What follows belongs to an exercise in optimizing a design on an open flow for small area and a short achievable clock period; a production flow would make more cautious choices. No activity file was given, so power comes from the tool's default toggle rates.

==> inputs of build 8 <==
==> flow/design.v <==
module create_d(
    input wire [64-1:0] e,
    input wire [64-1:0] L,
    input wire clk,
    input wire rst_n,
    output reg [64-1:0] D,
    output reg ready_n);
    localparam [2:0] M_PRE   = 3'd0,   
                     M_LOAD  = 3'd1,   
                     M_PREP  = 3'd2,   
                     M_SHL4  = 3'd3,   
                     M_SHL1  = 3'd4,   
                     M_DIV   = 3'd5,   
                     M_FIX   = 3'd6,   
                     M_FINAL = 3'd7;   
    reg [63:0] X1, X2, Y2;
    reg [2:0]  mode;
    reg        done;
    reg [3:0]  c;             
    reg        par;           
    reg        negA;          
    reg        ca, cp;        
    reg [3:0]  pb, pq;        
    reg [3:0]  Ld, ed;        
    reg [5:0]  R1, R2;        
    wire last  = (c == 4'd15);
    wire first = (c == 4'd0);
    wire m_load  = (mode == M_LOAD);
    wire m_prep  = (mode == M_PREP);
    wire m_shl4  = (mode == M_SHL4);
    wire m_shl1  = (mode == M_SHL1);
    wire m_div   = (mode == M_DIV);
    wire m_fix   = (mode == M_FIX);
    wire m_final = (mode == M_FINAL) & ~done;
    wire [3:0] ad = X1[3:0];
    wire [3:0] bd = X2[3:0];
    wire       b4 = X2[4];
    wire [3:0] pd = D[3:0];
    wire [3:0] qd = Y2[3:0];
    wire       q4 = Y2[4];
    wire       sgo = (R2 != 6'd0);
    wire [3:0] pbm = first ? 4'd0 : pb;
    wire [3:0] pqm = first ? 4'd0 : pq;
    reg  [3:0] bout, qout;
    always @(*) begin
        bout = bd;
        qout = qd;
        if (m_shl4) begin
            bout = pbm;
            qout = pqm;
        end else if (m_shl1) begin
            bout = {bd[2:0], pbm[3]};
            qout = {qd[2:0], pqm[3]};
        end else if (m_div & sgo) begin
            bout = {b4 & ~last, bd[3:1]};
            qout = {q4 & ~last, qd[3:1]};
        end
    end
    wire act  = m_div | (m_fix & negA);
    wire asub = m_div & ~negA;
    wire psub = (act & ~asub) | (m_final & par);
    wire pact = act | m_final;
    wire [3:0] aop = act  ? (asub ? ~bd : bd) : 4'd0;
    wire       aci = first ? asub : ca;
    wire [4:0] asum = {1'b0, ad} + {1'b0, aop} + {4'd0, aci};
    wire [3:0] aout = asum[3:0];
    wire [3:0] pin = m_final ? (par ? Ld : 4'd0) : pd;
    wire [3:0] qop = pact ? (psub ? ~qd : qd) : 4'd0;
    wire       pci = first ? psub : cp;
    wire [4:0] psum = {1'b0, pin} + {1'b0, qop} + {4'd0, pci};
    wire [3:0] pout = psum[3:0];
    function [1:0] msbpos(input [3:0] d);
        msbpos = d[3] ? 2'd3 : d[2] ? 2'd2 : d[1] ? 2'd1 : 2'd0;
    endfunction
    wire [3:0] an = X1[7:4];    
    wire [3:0] bn = X2[7:4];    
    wire [3:0] cn = c + 4'd1;
    wire [5:0] K  = R1 - R2;                   
    wire [5:0] Kn = m_prep ? K : R1;
    always @(posedge clk) begin
        X1 <= {m_load ? Ld : (m_fix ? bout : aout), X1[63:4]};
        X2 <= {m_load ? ed : (m_fix ? aout : bout), X2[63:4]};
        Y2 <= {m_load ? {3'd0, first} : (m_fix ? pout : qout), Y2[63:4]};
        if (!done)
            D <= {m_load ? 4'd0 : m_fix ? qout : pout, D[63:4]};
        pb <= bd;
        pq <= qd;
        ca <= asum[4];
        cp <= psum[4];
        Ld <= L[{cn, 2'b00} +: 4];
        ed <= e[{cn, 2'b00} +: 4];
        if (!rst_n) begin
            c <= 4'd15;
            mode <= M_PRE;
            done <= 1'b0;
            ready_n <= 1'b1;
            par <= 1'b0;
            negA <= 1'b0;
        end else begin
            c <= cn;
            if (m_prep) begin
                if (first) begin
                    R1 <= (an != 4'd0) ? {4'd1, msbpos(an)} : {4'd0, msbpos(ad)};
                    R2 <= (bn != 4'd0) ? {4'd1, msbpos(bn)} : {4'd0, msbpos(bd)};
                end else if (!last) begin
                    if (an != 4'd0) R1 <= {cn, msbpos(an)};
                    if (bn != 4'd0) R2 <= {cn, msbpos(bn)};
                end
            end
            if (m_div & last)
                negA <= asum[3];
            if (last) begin
                case (mode)
                    M_PRE:  mode <= M_LOAD;
                    M_LOAD: mode <= M_PREP;
                    M_PREP, M_SHL4, M_SHL1: begin
                        if (m_prep & (R2 == 6'd0)) begin
                            mode <= M_FINAL;        
                        end else begin
                            if (m_prep) R2 <= 6'd0;
                            else if (m_shl4) R2 <= R2 + 6'd4;
                            else if (m_shl1) R2 <= R2 + 6'd1;
                            R1 <= Kn;
                            negA <= 1'b0;
                            if (Kn[5:2] != 4'd0) begin
                                mode <= M_SHL4;
                                R1 <= Kn - 6'd4;
                            end else if (Kn[1:0] != 2'd0) begin
                                mode <= M_SHL1;
                                R1 <= Kn - 6'd1;
                            end else begin
                                mode <= M_DIV;
                            end
                        end
                    end
                    M_DIV: begin
                        if (sgo) R2 <= R2 - 6'd1;
                        else mode <= M_FIX;
                    end
                    M_FIX: begin
                        mode <= M_PREP;
                        par <= ~par;
                    end
                    default: begin  
                        done <= 1'b1;
                        ready_n <= 1'b0;
                    end
                endcase
            end
        end
    end
endmodule
==> flow/flow/run.sh <==
#!/bin/bash
set -euo pipefail
bash standard.sh "BUFFER_PORTS_ARGS=-buffer_cell sky130_fd_sc_hd__buf_1" SETUP_SLACK_MARGIN=7 "SETUP_MOVE_SEQUENCE=unbuffer,sizeup,swap" finish > flow_make.log 2>&1
==> flow/standard.sh <==
#!/bin/bash
# synth_recipe.tcl (not shown) runs the flow's synth.tcl, then flattens the netlist and writes it again
# the make line also repeats each setting of config.mk as NAME=value (left out here)
make -C /OpenROAD-flow-scripts/flow DESIGN_CONFIG=/design/flow/config.mk WORK_HOME=/design/flow/orfs CLKGATE_MAP_FILE= SYNTH_SCRIPT=/design/flow/synth_recipe.tcl "${@:-finish}"
==> flow/config.mk <==
export PLATFORM = sky130hd
export DESIGN_NAME = create_d
export DESIGN_NICKNAME = create_d
export VERILOG_FILES = /design/flow/design.v
export SDC_FILE = /design/flow/constraint.sdc
export NUM_CORES = 4
export LEC_CHECK = 0
export CAP_MARGIN = 20
export CORE_MARGIN = 2
export CORE_UTILIZATION = 40
export SLEW_MARGIN = 20
==> flow/constraint.sdc <==
create_clock -name core_clock -period 10.0 [get_ports {clk}]
set_input_delay 2.0000 -clock core_clock [delete_from_list [all_inputs] [get_ports {clk}]]
set_output_delay 2.0000 -clock core_clock [all_outputs]
set_load 0.01 [all_outputs]
==> trial 77: changes against build 8 <==
==> flow/design.v, changed modules only <==
module create_d(
    input wire [64-1:0] e,
    input wire [64-1:0] L,
    input wire clk,
    input wire rst_n,
    output reg [64-1:0] D,
    output reg ready_n);
    localparam [2:0] M_PRE   = 3'd0,   
                     M_LOAD  = 3'd1,   
                     M_PREP  = 3'd2,   
                     M_SHL   = 3'd3,   
                     M_DIV   = 3'd5,   
                     M_FIX   = 3'd6,   
                     M_FINAL = 3'd7;   
    reg [63:0] X1, X2, Y2;
    reg [2:0]  mode;
    reg [3:0]  c;             
    reg        par;           
    reg        negA;          
    reg        ca, cp;        
    reg        pb, pq;        
    reg [3:0]  Ld;            
    reg [5:0]  R1, R2;        
    wire last  = (c == 4'd15);
    wire first = (c == 4'd0);
    wire m_load  = (mode == M_LOAD);
    wire m_prep  = (mode == M_PREP);
    wire m_shl   = (mode == M_SHL);
    wire m_div   = (mode == M_DIV);
    wire m_fix   = (mode == M_FIX);
    wire m_final = (mode == M_FINAL) & ready_n;
    wire [3:0] ad = X1[3:0];
    wire [3:0] bd = X2[3:0];
    wire [3:0] pd = D[3:0];
    wire [3:0] qd = Y2[3:0];
    wire       shr = m_div & (R2 != 6'd0);
    reg  [3:0] bout, qout;
    always @(*) begin
        bout = bd;
        qout = qd;
        if (m_shl) begin
            bout = {bd[2:0], pb & ~first};
            qout = {qd[2:0], pq & ~first};
        end else if (shr) begin
            bout = {X2[4] & ~last, bd[3:1]};
            qout = {Y2[4] & ~last, qd[3:1]};
        end
    end
    wire act  = m_div | (m_fix & negA);
    wire asub = m_div & ~negA;
    wire psub = (act & ~asub) | (m_final & par);
    wire pact = act | m_final;
    wire [3:0] aop = act  ? (asub ? ~bd : bd) : 4'd0;
    wire       aci = first ? asub : ca;
    wire [4:0] asum = {1'b0, ad} + {1'b0, aop} + {4'd0, aci};
    wire [3:0] aout = asum[3:0];
    wire [3:0] pin = m_final ? (par ? Ld : 4'd0) : pd;
    wire [3:0] qop = pact ? (psub ? ~qd : qd) : 4'd0;
    wire       pci = first ? psub : cp;
    wire [4:0] psum = {1'b0, pin} + {1'b0, qop} + {4'd0, pci};
    wire [3:0] pout = psum[3:0];
    function [1:0] msbpos(input [3:0] d);
        msbpos = d[3] ? 2'd3 : d[2] ? 2'd2 : d[1] ? 2'd1 : 2'd0;
    endfunction
    wire [3:0] an = X1[7:4];    
    wire [3:0] bn = X2[7:4];    
    wire [3:0] cn = c + 4'd1;
    wire [5:0] K  = R1 - R2;                   
    wire [5:0] Kn = m_prep ? K : R1 - 6'd1;    
    wire [3:0] ed = e[{c, 2'b00} +: 4];
    always @(posedge clk) begin
        X1 <= {m_load ? Ld : (m_fix ? bout : aout), X1[63:4]};
        X2 <= {m_load ? ed : (m_fix ? aout : bout), X2[63:4]};
        Y2 <= {m_load ? {3'd0, first} : (m_fix ? pout : qout), Y2[63:4]};
        if (ready_n)
            D <= {m_load ? 4'd0 : m_fix ? qout : pout, D[63:4]};
        pb <= bd[3];
        pq <= qd[3];
        ca <= asum[4];
        cp <= psum[4];
        Ld <= L[{cn, 2'b00} +: 4];
        if (!rst_n) begin
            c <= 4'd15;
            mode <= M_PRE;
            ready_n <= 1'b1;
            par <= 1'b0;
            negA <= 1'b0;
        end else begin
            c <= cn;
            if (m_prep) begin
                if (first) begin
                    R1 <= (an != 4'd0) ? {4'd1, msbpos(an)} : {4'd0, msbpos(ad)};
                    R2 <= (bn != 4'd0) ? {4'd1, msbpos(bn)} : {4'd0, msbpos(bd)};
                end else if (!last) begin
                    if (an != 4'd0) R1 <= {cn, msbpos(an)};
                    if (bn != 4'd0) R2 <= {cn, msbpos(bn)};
                end
            end
            if (m_div & last)
                negA <= asum[3];
            if (last) begin
                case (mode)
                    M_PRE:  mode <= M_LOAD;
                    M_LOAD: mode <= M_PREP;
                    M_PREP, M_SHL: begin
                        if (m_prep & (R2 == 6'd0)) begin
                            mode <= M_FINAL;        
                        end else begin
                            if (m_prep) R2 <= K;
                            R1 <= Kn;
                            negA <= 1'b0;
                            mode <= (Kn != 6'd0) ? M_SHL : M_DIV;
                        end
                    end
                    M_DIV: begin
                        if (R2 != 6'd0) R2 <= R2 - 6'd1;
                        else mode <= M_FIX;
                    end
                    M_FIX: begin
                        mode <= M_PREP;
                        par <= ~par;
                    end
                    default: begin  
                        ready_n <= 1'b0;
                    end
                endcase
            end
        end
    end
endmodule
==> trial 17: changes against build 8 <==
==> flow/design.v, changed modules only <==
module create_d(
    input wire [64-1:0] e,
    input wire [64-1:0] L,
    input wire clk,
    input wire rst_n,
    output reg [64-1:0] D,
    output reg ready_n);
    localparam [2:0] M_PRE   = 3'd0,   
                     M_LOAD  = 3'd1,   
                     M_PREP  = 3'd2,   
                     M_SHL   = 3'd3,   
                     M_DIV   = 3'd5,   
                     M_FIX   = 3'd6,   
                     M_FINAL = 3'd7;   
    reg [63:0] X1, X2, Y2;
    reg [2:0]  mode;
    reg [3:0]  c;             
    reg        par;           
    reg        negA;          
    reg        ca, cp;        
    reg        pb, pq;        
    reg [3:0]  Ld;            
    reg [5:0]  R1, R2;        
    wire last  = (c == 4'd15);
    wire first = (c == 4'd0);
    wire m_load  = (mode == M_LOAD);
    wire m_prep  = (mode == M_PREP);
    wire m_shl   = (mode == M_SHL);
    wire m_div   = (mode == M_DIV);
    wire m_fix   = (mode == M_FIX);
    wire m_final = (mode == M_FINAL) & ready_n;
    wire [3:0] ad = X1[3:0];
    wire [3:0] bd = X2[3:0];
    wire [3:0] pd = D[3:0];
    wire [3:0] qd = Y2[3:0];
    wire       shr = m_div & (R2 != 6'd0);
    reg  [3:0] bout, qout;
    always @(*) begin
        bout = bd;
        qout = qd;
        if (m_shl) begin
            bout = {bd[2:0], pb & ~first};
            qout = {qd[2:0], pq & ~first};
        end else if (shr) begin
            bout = {X2[4] & ~last, bd[3:1]};
            qout = {Y2[4] & ~last, qd[3:1]};
        end
    end
    wire act  = m_div | (m_fix & negA);
    wire asub = m_div & ~negA;
    wire psub = (act & ~asub) | (m_final & par);
    wire pact = act | m_final;
    wire [3:0] aop = act  ? (asub ? ~bd : bd) : 4'd0;
    wire       aci = first ? asub : ca;
    wire [4:0] asum = {1'b0, ad} + {1'b0, aop} + {4'd0, aci};
    wire [3:0] aout = asum[3:0];
    wire [3:0] pin = m_final ? (par ? Ld : 4'd0) : pd;
    wire [3:0] qop = pact ? (psub ? ~qd : qd) : 4'd0;
    wire       pci = first ? psub : cp;
    wire [4:0] psum = {1'b0, pin} + {1'b0, qop} + {4'd0, pci};
    wire [3:0] pout = psum[3:0];
    function [1:0] msbpos(input [3:0] d);
        msbpos = d[3] ? 2'd3 : d[2] ? 2'd2 : d[1] ? 2'd1 : 2'd0;
    endfunction
    wire [3:0] an = X1[7:4];    
    wire [3:0] bn = X2[7:4];    
    wire [3:0] cn = c + 4'd1;
    wire [5:0] K  = R1 - R2;                   
    wire [5:0] Kn = m_prep ? K : R1 - 6'd1;    
    wire [3:0] ed = e[{c, 2'b00} +: 4];
    always @(posedge clk) begin
        X1 <= {m_load ? Ld : (m_fix ? bout : aout), X1[63:4]};
        X2 <= {m_load ? ed : (m_fix ? aout : bout), X2[63:4]};
        Y2 <= {m_load ? {3'd0, first} : (m_fix ? pout : qout), Y2[63:4]};
        if (ready_n)
            D <= {m_load ? 4'd0 : m_fix ? qout : pout, D[63:4]};
        pb <= bd[3];
        pq <= qd[3];
        ca <= asum[4];
        cp <= psum[4];
        Ld <= L[{cn, 2'b00} +: 4];
        if (!rst_n) begin
            c <= 4'd15;
            mode <= M_PRE;
            ready_n <= 1'b1;
            par <= 1'b0;
            negA <= 1'b0;
        end else begin
            c <= cn;
            if (m_prep) begin
                if (first) begin
                    R1 <= (an != 4'd0) ? {4'd1, msbpos(an)} : {4'd0, msbpos(ad)};
                    R2 <= (bn != 4'd0) ? {4'd1, msbpos(bn)} : {4'd0, msbpos(bd)};
                end else if (!last) begin
                    if (an != 4'd0) R1 <= {cn, msbpos(an)};
                    if (bn != 4'd0) R2 <= {cn, msbpos(bn)};
                end
            end
            if (m_div & last)
                negA <= asum[3];
            if (last) begin
                case (mode)
                    M_PRE:  mode <= M_LOAD;
                    M_LOAD: mode <= M_PREP;
                    M_PREP, M_SHL: begin
                        if (m_prep & (R2 == 6'd0)) begin
                            mode <= M_FINAL;        
                        end else begin
                            if (m_prep) R2 <= K;
                            R1 <= Kn;
                            negA <= 1'b0;
                            mode <= (Kn != 6'd0) ? M_SHL : M_DIV;
                        end
                    end
                    M_DIV: begin
                        if (R2 != 6'd0) R2 <= R2 - 6'd1;
                        else mode <= M_FIX;
                    end
                    M_FIX: begin
                        mode <= M_PREP;
                        par <= ~par;
                    end
                    default: begin  
                        ready_n <= 1'b0;
                    end
                endcase
            end
        end
    end
endmodule
==> flow/flow/run.sh (replaced) <==
#!/bin/bash
set -euo pipefail
bash standard.sh "BUFFER_PORTS_ARGS=-buffer_cell sky130_fd_sc_hd__buf_1" SETUP_SLACK_MARGIN=7 "SETUP_MOVE_SEQUENCE=unbuffer,sizeup,swap" CTS_CLUSTER_SIZE=30 finish > flow_make.log 2>&1
==> trial 24: changes against build 8 <==
==> flow/flow/run.sh (replaced) <==
#!/bin/bash
# Standard ORFS layout with two knobs: the port buffer cell is chosen
# explicitly, and timing repair aims well below the clock period.
set -euo pipefail
bash standard.sh "BUFFER_PORTS_ARGS=-buffer_cell sky130_fd_sc_hd__buf_1" SETUP_SLACK_MARGIN=7 finish > flow_make.log 2>&1
==> comparison table <==
	build 8	trial 17	trial 77	trial 24
Worst hold-check slack	0.323 ns	0.322 ns	0.322 ns	0.324 ns
Number of ordinary and repair buffers in the finished layout	208	197	197	269
Final Skew	0.0186 ns	0.0180 ns	0.0180 ns	0.0159 ns
Routed wire length per instance	17.2 um	16.0 um	16.0 um	16.9 um
WP data arrival	1.14 ns	1.66 ns	1.66 ns	1.10 ns
Share of the final layout cell area in multi-input gates	27.6%	27.1%	27.1%	26.4%
Switching power as a share of total power	24.6%	24.6%	24.6%	24.5%
Number of nets in the finished design	1142	1079	1079	1203
Met2 demand-to-capacity share in global routing	28.0%	24.4%	24.4%	28.5%
Drt initial violations	570	549	549	554
Status	complete, no violations	complete, no violations	complete, no violations	complete, no violations
Reported clock group power	0.00108 W	0.00106 W	0.00106 W	0.00108 W
Inverters, non-clock	19	21	21	19
Net switching power	0.000759 W	0.000745 W	0.000745 W	0.000757 W
Non-filler instance count after layout	1340	1276	1276	1401
Worst VDD drop	205 uV	140 uV	140 uV	200 uV
Post-cts repair resize count	17	13	13	27
Die width	165 um	162 um	162 um	165 um
Proportion of synthesized area in mux cells	9.52%	10.1%	10.1%	9.52%
Sink Count	297	286	286	297
Start point of the critical path	D[2]$_DFFE_PN_	ready_n$_SDFFE_PN1P_	ready_n$_SDFFE_PN1P_	D[61]$_SDFFCE_PP0N_
Leak	5.00 nW	4.79 nW	4.79 nW	5.34 nW
Upper clock frequency limit	318 MHz	273 MHz	273 MHz	322 MHz
First-pass GRT wire length	35.8 mm	32.4 mm	32.4 mm	36.1 mm
No run of this note included a check of the RTL's function; only the layout flow was run.

afterwards: timing with drivers on the ports:
Ports are ideal in the flow. The routed layouts listed here were re-timed in OpenROAD. Step 1 sets driving cells, clkbuf_16 on the clock port and buf_2 on the other inputs (assumed; they add their load-dependent delay and slew). Step 2 adds t to the input delays and takes it off the output delays; t is the mean of the earliest and latest rising clock arrival at the registers after step 1. Input paths then give back, and output paths get back, about the clock's delay inside the block. Slacks: ideal ports / drivers / drivers and shift; pairs: ideal ports / drivers.
| run | t, ns | setup slack, ns | worst hold slack (ns) |
|---|---|---|---|
| build 8 | 0.581 | 6.859 / 6.812 / 6.730 | 0.323 / 0.323 / 0.323 |
| trial 77 | 0.579 | 6.337 / 6.288 / 6.617 | 0.322 / 0.322 / 0.322 |
| trial 17 | 0.579 | 6.337 / 6.288 / 6.617 | 0.322 / 0.322 / 0.322 |
| trial 24 | 0.579 | 6.897 / 6.850 / 6.730 | 0.324 / 0.324 / 0.324 |
After both steps setup and hold are still met in every run listed. The setup slack of trial 24, which loses most, moves by -0.047 ns with the drivers and by -0.167 ns with both steps.
